This design comes from an exercise in tuning for small area, a short achievable clock period and few clock cycles on the open sky130 flow, not from production work. RTL that was checked went through simulation tests only; none was proved equivalent to the original. No activity file was given, so power comes from the tool's default toggle rates.

== the reference run ==
## lightHashDES
module lightHashDES(
        input clk,
        input M_valid,
        input rst_n,
        input [7 : 0] M,
        input [63 : 0] input_lenght,
        output reg hash_ready,
        output [31 : 0] digest
    );
reg busy;
reg pend;
reg [7:0] low;
reg [55:0] up;
reg [5:0]  phase;
reg        req;    
reg        bor;    
reg o, A, nAB, oA, oB, oAB;
wire a, b, p;
HashIteration main(
    .M(M),
    .a(a),
    .b(b),
    .p(p)
);
Round expand(
    .o(o), .A(A), .nAB(nAB), .oA(oA), .oB(oB), .oAB(oAB),
    .h_out(digest)
);
wire [7:0] low_zero;       
genvar i;
generate
    for (i = 0; i < 8; i = i + 1) begin : bit_
        if (i == 0) begin : first
            assign low_zero[i] = 1'b1;
        end else begin : rest
            assign low_zero[i] = ~|low[i-1 : 0];
        end
    end
endgenerate
wire phase0  = phase == 6'd0;
wire bor_eff = phase0 ? req : bor;
wire start    = !busy && M_valid;
wire len_nz, len_gt1;
LenCheck len_check(
    .len(input_lenght),
  ...
==> module Round, before the edit <==
module Round (
    input o, A, nAB, oA, oB, oAB,
    output [31 : 0] h_out
);
wire no, nA, noA, noB, noAB;
ZInv i_no  (.i0(o),   .o(no));
ZInv i_nA  (.i0(A),   .o(nA));
ZInv i_noA (.i0(oA),  .o(noA));
ZInv i_noB (.i0(oB),  .o(noB));
ZInv i_noAB(.i0(oAB), .o(noAB));
assign h_out[ 3: 0] = {nAB,  nAB,  nAB,  nAB };
assign h_out[ 7: 4] = {oAB,  oAB,  noAB, noAB};
assign h_out[11: 8] = {noB,  noA,  oB,   oA  };
assign h_out[15:12] = {oB,   A,    noB,  A   };
assign h_out[19:16] = {no,   o,    o,    no  };
assign h_out[23:20] = {no,   1'b1, o,    1'b1};
assign h_out[27:24] = {A,    noB,  A,    oB  };
assign h_out[31:28] = {nA,   oB,   nA,   noB };
endmodule
==> module lightHashDES, before the edit <==
module lightHashDES(
        input clk,
        input M_valid,
        input rst_n,
        input [7 : 0] M,
        input [63 : 0] input_lenght,
        output reg hash_ready,
        output [31 : 0] digest
    );
reg busy;
reg pend;
reg [7:0] low;
reg [55:0] up;
reg [5:0]  phase;
reg        req;    
reg        bor;    
reg o, A, nAB, oA, oB, oAB;
wire a, b, p;
HashIteration main(
    .M(M),
    .a(a),
    .b(b),
    .p(p)
);
Round expand(
    .o(o), .A(A), .nAB(nAB), .oA(oA), .oB(oB), .oAB(oAB),
    .h_out(digest)
);
wire [7:0] low_zero;       
genvar i;
generate
    for (i = 0; i < 8; i = i + 1) begin : bit_
        if (i == 0) begin : first
            assign low_zero[i] = 1'b1;
        end else begin : rest
            assign low_zero[i] = ~|low[i-1 : 0];
        end
    end
endgenerate
wire phase0  = phase == 6'd0;
wire bor_eff = phase0 ? req : bor;
wire start    = !busy && M_valid;
wire len_nz, len_gt1;
LenCheck len_check(
    .len(input_lenght),
    .nz(len_nz),
    .nle1(len_gt1)
);
wire at_two   = ~|up && ~|low[7:2] && low[1] && (low[0] == pend);
wire len_le1;
ZInv le1_inv(.i0(len_gt1), .o(len_le1));
wire busy_xn, hr_yn, busy_d, hr_d;
ZMux2i busy_x(.s(busy), .i0(len_gt1), .i1(!at_two), .o(busy_xn));
ZMux2i hr_y  (.s(busy), .i0(len_le1), .i1(at_two),  .o(hr_yn));
ZMux2i busy_m(.s(M_valid), .i0(!busy),       .i1(busy_xn), .o(busy_d));
ZMux2i hr_m  (.s(M_valid), .i0(!hash_ready), .i1(hr_yn),   .o(hr_d));
always @(posedge clk or negedge rst_n) begin
    if (!rst_n) begin
        hash_ready <= 1'b0;
        busy <= 1'b0;
    end else begin
        hash_ready <= hr_d;
        busy <= busy_d;
    end
end
always @(posedge clk) begin
    pend <= busy && M_valid;
    low <= busy ? low ^ ({8{pend}} & low_zero) : input_lenght[7:0];
    up <= busy ? {up[0] ^ bor_eff, up[55:1]} : input_lenght[63:8];
    phase <= (busy && phase != 6'd55) ? phase + 6'd1 : 6'd0;
    req <= busy && ((pend && low == 8'd0) || (req && !phase0));
    bor <= busy && bor_eff && !up[0];
end
localparam [5:0] c = 6'b000100;
wire [5:0] k  = start ? c : {oAB, oB, oA, nAB, A, o};
wire [5:0] kt = k ^ {6{M_valid}};
wire       q  = busy || !M_valid;    
wire [5:0] f    = {p, b, a, p, a, 1'b1};
localparam [5:0] flip = 6'b111000;
wire [5:0] kn, ktn, d;
genvar j;
generate
    for (j = 0; j < 6; j = j + 1) begin : flag
        if (j < 1) begin : plain
            if (c[j]) begin : one
                FlagZ1 z(.nx(kt[j]), .nz(len_nz), .q(q), .o(d[j]));
            end else begin : zero
                FlagZ0 z(.nx(kt[j]), .nz(len_nz), .q(q), .o(d[j]));
            end
        end else begin : pick
            if (c[j]) begin : one
                FlagZ1n z0(.nx(k[j]),  .nz(len_nz), .q(q), .o(kn[j]));
                FlagZ1n z1(.nx(kt[j]), .nz(len_nz), .q(q), .o(ktn[j]));
            end else begin : zero
                FlagZ0n z0(.nx(k[j]),  .nz(len_nz), .q(q), .o(kn[j]));
                FlagZ0n z1(.nx(kt[j]), .nz(len_nz), .q(q), .o(ktn[j]));
            end
            if (flip[j]) begin : inv
                ZMux2i m(.s(f[j]), .i0(ktn[j]), .i1(kn[j]), .o(d[j]));
            end else begin : pos
                ZMux2i m(.s(f[j]), .i0(kn[j]), .i1(ktn[j]), .o(d[j]));
            end
        end
    end
endgenerate
always @(posedge clk) begin
    {oAB, oB, oA, nAB, A, o} <= d;
end
endmodule
export LEC_CHECK = 0
export CAP_MARGIN = 20
export CORE_MARGIN = 2
export CORE_UTILIZATION = 40
export PLACE_DENSITY = 0.6
export SETUP_SLACK_MARGIN = 2.5
export SLEW_MARGIN = 20
create_clock -name core_clock -period 4.5 [get_ports {clk}]
standard.sh (not shown) runs the stock make flow with config.mk's settings and CLKGATE_MAP_FILE= SYNTH_SCRIPT=/design/flow/synth_recipe.tcl, a recipe that flattens the netlist after the stock synthesis.
==> flow/flow/run.sh <==
#!/bin/bash
set -euo pipefail
bash standard.sh "ADDER_MAP_FILE=" "BUFFER_PORTS_ARGS=-buffer_cell sky130_fd_sc_hd__buf_1" \
  "SYNTH_KEEP_MODULES=Sbox5 ZNor2 ZNand2 ZInv ZMux2i FlagZ0 FlagZ1 FlagZ0n FlagZ1n" \
  "CTS_ARGS=-sink_clustering_enable -repair_clock_nets -dont_use_dummy_load" finish > flow.log 2>&1
As the logs show, the reference run stopped at synthesis (1_2_yosys) after a tool error, so it never reached the end of the flow.
> inputs changed (the reference run -> the trial run)
==> flow/design.v, changed modules only <==
module Round (
    input o, no, A, nA, nAB, oA, noA, oB, noB, oAB, noAB,
    output [31 : 0] h_out
);
assign h_out[ 3: 0] = {nAB,  nAB,  nAB,  nAB };
assign h_out[ 7: 4] = {oAB,  oAB,  noAB, noAB};
assign h_out[11: 8] = {noB,  noA,  oB,   oA  };
assign h_out[15:12] = {oB,   A,    noB,  A   };
assign h_out[19:16] = {no,   o,    o,    no  };
assign h_out[23:20] = {no,   1'b1, o,    1'b1};
assign h_out[27:24] = {A,    noB,  A,    oB  };
assign h_out[31:28] = {nA,   oB,   nA,   noB };
endmodule
module lightHashDES(
        input clk,
        input M_valid,
        input rst_n,
        input [7 : 0] M,
        input [63 : 0] input_lenght,
        output reg hash_ready,
        output [31 : 0] digest
    );
reg busy;
reg pend;
reg [7:0] low;
reg [55:0] up;
reg [5:0]  phase;
reg        req;    
reg        bor;    
reg o, no, A, nA, nAB, oA, noA, oB, noB, oAB, noAB;
wire a, b, p;
HashIteration main(
    .M(M),
    .a(a),
    .b(b),
    .p(p)
);
Round expand(
    .o(o), .no(no), .A(A), .nA(nA), .nAB(nAB), .oA(oA), .noA(noA),
    .oB(oB), .noB(noB), .oAB(oAB), .noAB(noAB),
    .h_out(digest)
);
wire [7:0] low_zero;       
genvar i;
generate
    for (i = 0; i < 8; i = i + 1) begin : bit_
        if (i == 0) begin : first
            assign low_zero[i] = 1'b1;
        end else begin : rest
            assign low_zero[i] = ~|low[i-1 : 0];
        end
    end
endgenerate
wire phase0  = phase == 6'd0;
wire bor_eff = phase0 ? req : bor;
wire start    = !busy && M_valid;
wire len_nz, len_gt1;
LenCheck len_check(
    .len(input_lenght),
    .nz(len_nz),
    .nle1(len_gt1)
);
wire at_two   = ~|up && ~|low[7:2] && low[1] && (low[0] == pend);
wire len_le1;
ZInv le1_inv(.i0(len_gt1), .o(len_le1));
wire busy_xn, hr_yn, busy_d, hr_d;
ZMux2i busy_x(.s(busy), .i0(len_gt1), .i1(!at_two), .o(busy_xn));
ZMux2i hr_y  (.s(busy), .i0(len_le1), .i1(at_two),  .o(hr_yn));
ZMux2i busy_m(.s(M_valid), .i0(!busy),       .i1(busy_xn), .o(busy_d));
ZMux2i hr_m  (.s(M_valid), .i0(!hash_ready), .i1(hr_yn),   .o(hr_d));
always @(posedge clk or negedge rst_n) begin
    if (!rst_n) begin
        hash_ready <= 1'b0;
        busy <= 1'b0;
    end else begin
        hash_ready <= hr_d;
        busy <= busy_d;
    end
end
always @(posedge clk) begin
    pend <= busy && M_valid;
    low <= busy ? low ^ ({8{pend}} & low_zero) : input_lenght[7:0];
    up <= busy ? {up[0] ^ bor_eff, up[55:1]} : input_lenght[63:8];
    phase <= (busy && phase != 6'd55) ? phase + 6'd1 : 6'd0;
    req <= busy && ((pend && low == 8'd0) || (req && !phase0));
    bor <= busy && bor_eff && !up[0];
end
localparam [10:0] c = 11'b10101011010;
wire [10:0] k  = start ? c : {noAB, oAB, noB, oB, noA, oA, nAB, nA, A, no, o};
wire [10:0] kt = k ^ {11{M_valid}};
wire        q  = busy || !M_valid;    
wire [10:0] f    = {p, p, b, b, a, a, p, a, a, 1'b1, 1'b1};
localparam [10:0] flip = 11'b11111100000;
wire [10:0] kn, ktn, d;
genvar j;
generate
    for (j = 0; j < 11; j = j + 1) begin : flag
        if (j < 2) begin : plain
            if (c[j]) begin : one
                FlagZ1 z(.nx(kt[j]), .nz(len_nz), .q(q), .o(d[j]));
            end else begin : zero
                FlagZ0 z(.nx(kt[j]), .nz(len_nz), .q(q), .o(d[j]));
            end
        end else begin : pick
            if (c[j]) begin : one
                FlagZ1n z0(.nx(k[j]),  .nz(len_nz), .q(q), .o(kn[j]));
                FlagZ1n z1(.nx(kt[j]), .nz(len_nz), .q(q), .o(ktn[j]));
            end else begin : zero
                FlagZ0n z0(.nx(k[j]),  .nz(len_nz), .q(q), .o(kn[j]));
                FlagZ0n z1(.nx(kt[j]), .nz(len_nz), .q(q), .o(ktn[j]));
            end
            if (flip[j]) begin : inv
                ZMux2i m(.s(f[j]), .i0(ktn[j]), .i1(kn[j]), .o(d[j]));
            end else begin : pos
                ZMux2i m(.s(f[j]), .i0(kn[j]), .i1(ktn[j]), .o(d[j]));
            end
        end
    end
endgenerate
always @(posedge clk) begin
    {noAB, oAB, noB, oB, noA, oA, nAB, nA, A, no, o} <= d;
end
endmodule
### Flow results
The trial run: all stages complete, timing, DRC and antenna checks passed.
No functional check of the RTL was part of any run of this note.

---

lightHashDES, a different RTL version from the one above (not shown whole).
Size: roughly 470 cells after synthesis, about 110 I/O pins, about 3800 um2 of cells after synthesis.
// lightHashDES
module lightHashDES(
        input clk,
        input M_valid,
        input rst_n,
        input [7 : 0] M,
        input [63 : 0] input_lenght,
        output reg hash_ready,
        output [31 : 0] digest
    );
==> module lightHashDES, before the edit <==
module lightHashDES(
        input clk,
        input M_valid,
        input rst_n,
        input [7 : 0] M,
        input [63 : 0] input_lenght,
        output reg hash_ready,
        output [31 : 0] digest
    );
reg busy;
reg [7:0] lown;
reg [55:0] upn;
reg [5:0]  phase;
reg        req;    
reg        bor;    
reg        up_zero;
reg        up_acc;
reg o, A, nAB, oA, oB, oAB;
wire a, b, p;
HashIteration main(
    .M(M),
    .a(a),
    .b(b),
    .p(p)
);
Round expand(
    .o(o), .A(A), .nAB(nAB), .oA(oA), .oB(oB), .oAB(oAB),
    .h_out(digest)
);
wire [7:0] low_zero;       
genvar i;
generate
    for (i = 0; i < 8; i = i + 1) begin : bit_
        if (i == 0) begin : first
            assign low_zero[i] = 1'b1;
        end else begin : rest
            assign low_zero[i] = &lown[i-1 : 0];
        end
    end
endgenerate
wire phase0  = phase == 6'd0;
wire phase55 = phase == 6'd55;
wire bor_eff = phase0 ? req : bor;
wire upn_in  = upn[0] ^ bor_eff;   
wire start    = !busy && M_valid;
wire len_nz, len_gt1, len_up_zero;
LenCheck len_check(
    .len(input_lenght),
    .nz(len_nz),
    .nle1(len_gt1),
    .up_zero(len_up_zero)
);
wire at_two   = up_zero && lown == 8'hfd;
wire len_le1;
ZInv le1_inv(.i0(len_gt1), .o(len_le1));
wire busy_x, hr_y;
ZMux2i busy_m(.s(busy), .i0(len_le1), .i1(at_two),  .o(busy_x));
ZMux2i hr_m  (.s(busy), .i0(len_gt1), .i1(!at_two), .o(hr_y));
always @(posedge clk or negedge rst_n) begin
    if (!rst_n) begin
        hash_ready <= 1'b0;
        busy <= 1'b0;
    end else if (M_valid) begin
        hash_ready <= hr_y;
        busy <= busy_x;
    end
end
always @(posedge clk) begin
    lown <= busy ? lown ^ ({8{M_valid}} & low_zero) : ~input_lenght[7:0];
    upn <= busy ? {upn_in, upn[55:1]} : ~input_lenght[63:8];
    phase <= (busy && !phase55) ? phase + 6'd1 : 6'd0;
    up_acc <= busy && !phase55 && (!upn_in || (up_acc && !phase0));
    up_zero <= busy ? (phase55 ? !(!upn_in || up_acc) : up_zero) : len_up_zero;
    req <= busy && ((M_valid && lown == 8'hff) || (req && !phase0));
    bor <= busy && bor_eff && upn[0];
end
localparam [5:0] c = 6'b000100;
wire [5:0] k  = start ? c : {oAB, oB, oA, nAB, A, o};
wire [5:0] kt = k ^ {6{M_valid}};
wire       q  = busy || !M_valid;    
wire [5:0] f    = {p, b, a, p, a, 1'b1};
localparam [5:0] flip = 6'b111000;
wire [5:0] kn, ktn, d;
genvar j;
generate
    for (j = 0; j < 6; j = j + 1) begin : flag
        if (j < 1) begin : plain
            FlagZ0 z(.nx(kt[j]), .nz(len_nz), .q(q), .o(d[j]));
        end else begin : pick
            assign kn[j] = ~k[j];
            if (c[j]) begin : one
                FlagZ1n z1(.nx(kt[j]), .nz(len_nz), .q(q), .o(ktn[j]));
            end else begin : zero
                FlagZ0n z1(.nx(kt[j]), .nz(len_nz), .q(q), .o(ktn[j]));
            end
            if (flip[j]) begin : inv
                ZMux2i m(.s(f[j]), .i0(ktn[j]), .i1(kn[j]), .o(d[j]));
            end else begin : pos
                ZMux2i m(.s(f[j]), .i0(kn[j]), .i1(ktn[j]), .o(d[j]));
            end
        end
    end
endgenerate
always @(posedge clk) begin
    {oAB, oB, oA, nAB, A, o} <= d;
end
endmodule
==> flow/config.mk <==
export PLATFORM = sky130hd
export DESIGN_NAME = lightHashDES
export DESIGN_NICKNAME = lightHashDES
export VERILOG_FILES = /design/flow/design.v
export SDC_FILE = /design/flow/constraint.sdc
export NUM_CORES = 4
export LEC_CHECK = 0
export CAP_MARGIN = 20
export CORE_MARGIN = 2
export CORE_UTILIZATION = 40
export PLACE_DENSITY = 0.6
export SETUP_SLACK_MARGIN = 2.65
export SLEW_MARGIN = 20
==> flow/constraint.sdc <==
create_clock -name core_clock -period 4.5 [get_ports {clk}]
set_input_delay 0.9000 -clock core_clock [delete_from_list [all_inputs] [get_ports {clk}]]
set_output_delay 0.9000 -clock core_clock [all_outputs]
set_load 0.01 [all_outputs]
==> flow/flow/run.sh <==
#!/bin/bash
set -euo pipefail
bash standard.sh "ADDER_MAP_FILE=" "BUFFER_PORTS_ARGS=-buffer_cell sky130_fd_sc_hd__buf_1" \
  "SYNTH_KEEP_MODULES=Sbox5 ZNor2 ZNand4 ZInv ZMux2i FlagZ0 FlagZ0n FlagZ1n" \
  "CTS_ARGS=-sink_clustering_enable -repair_clock_nets -dont_use_dummy_load" finish > flow.log 2>&1
Testbench counts at the start, summed over its fixed seeds: cycles 29,177.
Then changed:
--- a/flow/design.v
+++ b/flow/design.v
@@ -113,14 +113,15 @@
         input [7 : 0] M,
         input [63 : 0] input_lenght,
         output reg hash_ready,
         output [31 : 0] digest
     );
 reg busy;
-reg [7:0] lown;
-reg [55:0] upn;
+reg pend;
+reg [7:0] low;
+reg [55:0] up;
 reg [5:0]  phase;
 reg        req;    
 reg        bor;    
 reg        up_zero;
 reg        up_acc;
 reg o, A, nAB, oA, oB, oAB;
@@ -139,29 +140,29 @@
 genvar i;
 generate
     for (i = 0; i < 8; i = i + 1) begin : bit_
         if (i == 0) begin : first
             assign low_zero[i] = 1'b1;
         end else begin : rest
-            assign low_zero[i] = &lown[i-1 : 0];
+            assign low_zero[i] = ~|low[i-1 : 0];
         end
     end
 endgenerate
 wire phase0  = phase == 6'd0;
 wire phase55 = phase == 6'd55;
 wire bor_eff = phase0 ? req : bor;
-wire upn_in  = upn[0] ^ bor_eff;   
+wire up_in   = up[0] ^ bor_eff;    
 wire start    = !busy && M_valid;
 wire len_nz, len_gt1, len_up_zero;
 LenCheck len_check(
     .len(input_lenght),
     .nz(len_nz),
     .nle1(len_gt1),
     .up_zero(len_up_zero)
 );
-wire at_two   = up_zero && lown == 8'hfd;
+wire at_two   = up_zero && ~|low[7:2] && low[1] && (low[0] == pend);
 wire len_le1;
 ZInv le1_inv(.i0(len_gt1), .o(len_le1));
 wire busy_x, hr_y;
 ZMux2i busy_m(.s(busy), .i0(len_le1), .i1(at_two),  .o(busy_x));
 ZMux2i hr_m  (.s(busy), .i0(len_gt1), .i1(!at_two), .o(hr_y));
 always @(posedge clk or negedge rst_n) begin
@@ -171,32 +172,37 @@
     end else if (M_valid) begin
         hash_ready <= hr_y;
         busy <= busy_x;
     end
 end
 always @(posedge clk) begin
-    lown <= busy ? lown ^ ({8{M_valid}} & low_zero) : ~input_lenght[7:0];
-    upn <= busy ? {upn_in, upn[55:1]} : ~input_lenght[63:8];
+    pend <= busy && M_valid;
+    low <= busy ? low ^ ({8{pend}} & low_zero) : input_lenght[7:0];
+    up <= busy ? {up_in, up[55:1]} : input_lenght[63:8];
     phase <= (busy && !phase55) ? phase + 6'd1 : 6'd0;
-    up_acc <= busy && !phase55 && (!upn_in || (up_acc && !phase0));
-    up_zero <= busy ? (phase55 ? !(!upn_in || up_acc) : up_zero) : len_up_zero;
-    req <= busy && ((M_valid && lown == 8'hff) || (req && !phase0));
-    bor <= busy && bor_eff && upn[0];
+    up_acc <= busy && !phase55 && (up_in || (up_acc && !phase0));
+    up_zero <= busy ? (phase55 ? !(up_in || up_acc) : up_zero) : len_up_zero;
+    req <= busy && ((pend && low == 8'd0) || (req && !phase0));
+    bor <= busy && bor_eff && !up[0];
 end
 localparam [5:0] c = 6'b000100;
 wire [5:0] k  = start ? c : {oAB, oB, oA, nAB, A, o};
 wire [5:0] kt = k ^ {6{M_valid}};
 wire       q  = busy || !M_valid;    
 wire [5:0] f    = {p, b, a, p, a, 1'b1};
 localparam [5:0] flip = 6'b111000;
 wire [5:0] kn, ktn, d;
 genvar j;
 generate
     for (j = 0; j < 6; j = j + 1) begin : flag
         if (j < 1) begin : plain
-            FlagZ0 z(.nx(kt[j]), .nz(len_nz), .q(q), .o(d[j]));
+            if (c[j]) begin : one
+                FlagZ1 z(.nx(kt[j]), .nz(len_nz), .q(q), .o(d[j]));
+            end else begin : zero
+                FlagZ0 z(.nx(kt[j]), .nz(len_nz), .q(q), .o(d[j]));
+            end
         end else begin : pick
             assign kn[j] = ~k[j];
             if (c[j]) begin : one
                 FlagZ1n z1(.nx(kt[j]), .nz(len_nz), .q(q), .o(ktn[j]));
             end else begin : zero
                 FlagZ0n z1(.nx(kt[j]), .nz(len_nz), .q(q), .o(ktn[j]));
Clock-buffer cell count stays the same.
Setup slack loses 0.012 ns.
Global-route usage goes down by 1.5 points.
Cell area goes up by a few percent.
Utilization goes down by 0.37 points.
Non-clock buffer count goes up by 2.
Routed wire length goes down by a few percent.
Power goes up by about a fifth.
Cell count goes down by a few percent.
Testbench counts after the change, summed over its fixed seeds: cycles 29,177.

[re-timing with driven ports]
The flow's constraints put no driver on any port. The routed layouts listed below were extracted and timed again, unchanged, in two steps. Step 1 sets driving cells, clkbuf_16 on the clock port and buf_2 on the other inputs (assumed; they add their load-dependent delay and slew). Step 2 also shifts input and output timing later by t, the mid clock arrival at the registers, as if the neighbouring blocks saw the same clock. Slacks: no drivers / after step 1 / after step 2; pairs: no drivers / after step 1.
run | shift t [ns] | setup slack, ns | latest minus earliest clock arrival (ns) | slew at the worst register clock pin (ns) | pins driven straight from the clock port
the trial run | 0.365 | 2.521 / 2.532 / 2.166 | 0.029 / 0.029 | 0.09 / 0.09 | 1
the first run of note 2 | 0.358 | 2.692 / 2.620 / 2.262 | 0.017 / 0.017 | 0.08 / 0.08 | 1
the second run of note 2 | 0.371 | 2.680 / 2.650 / 2.306 | 0.035 / 0.034 | 0.10 / 0.10 | 1
After both steps setup and hold are still met in every run listed. The setup slack of the first run of note 2, which loses most, moves by -0.072 ns with the drivers and by -0.430 ns with both steps.
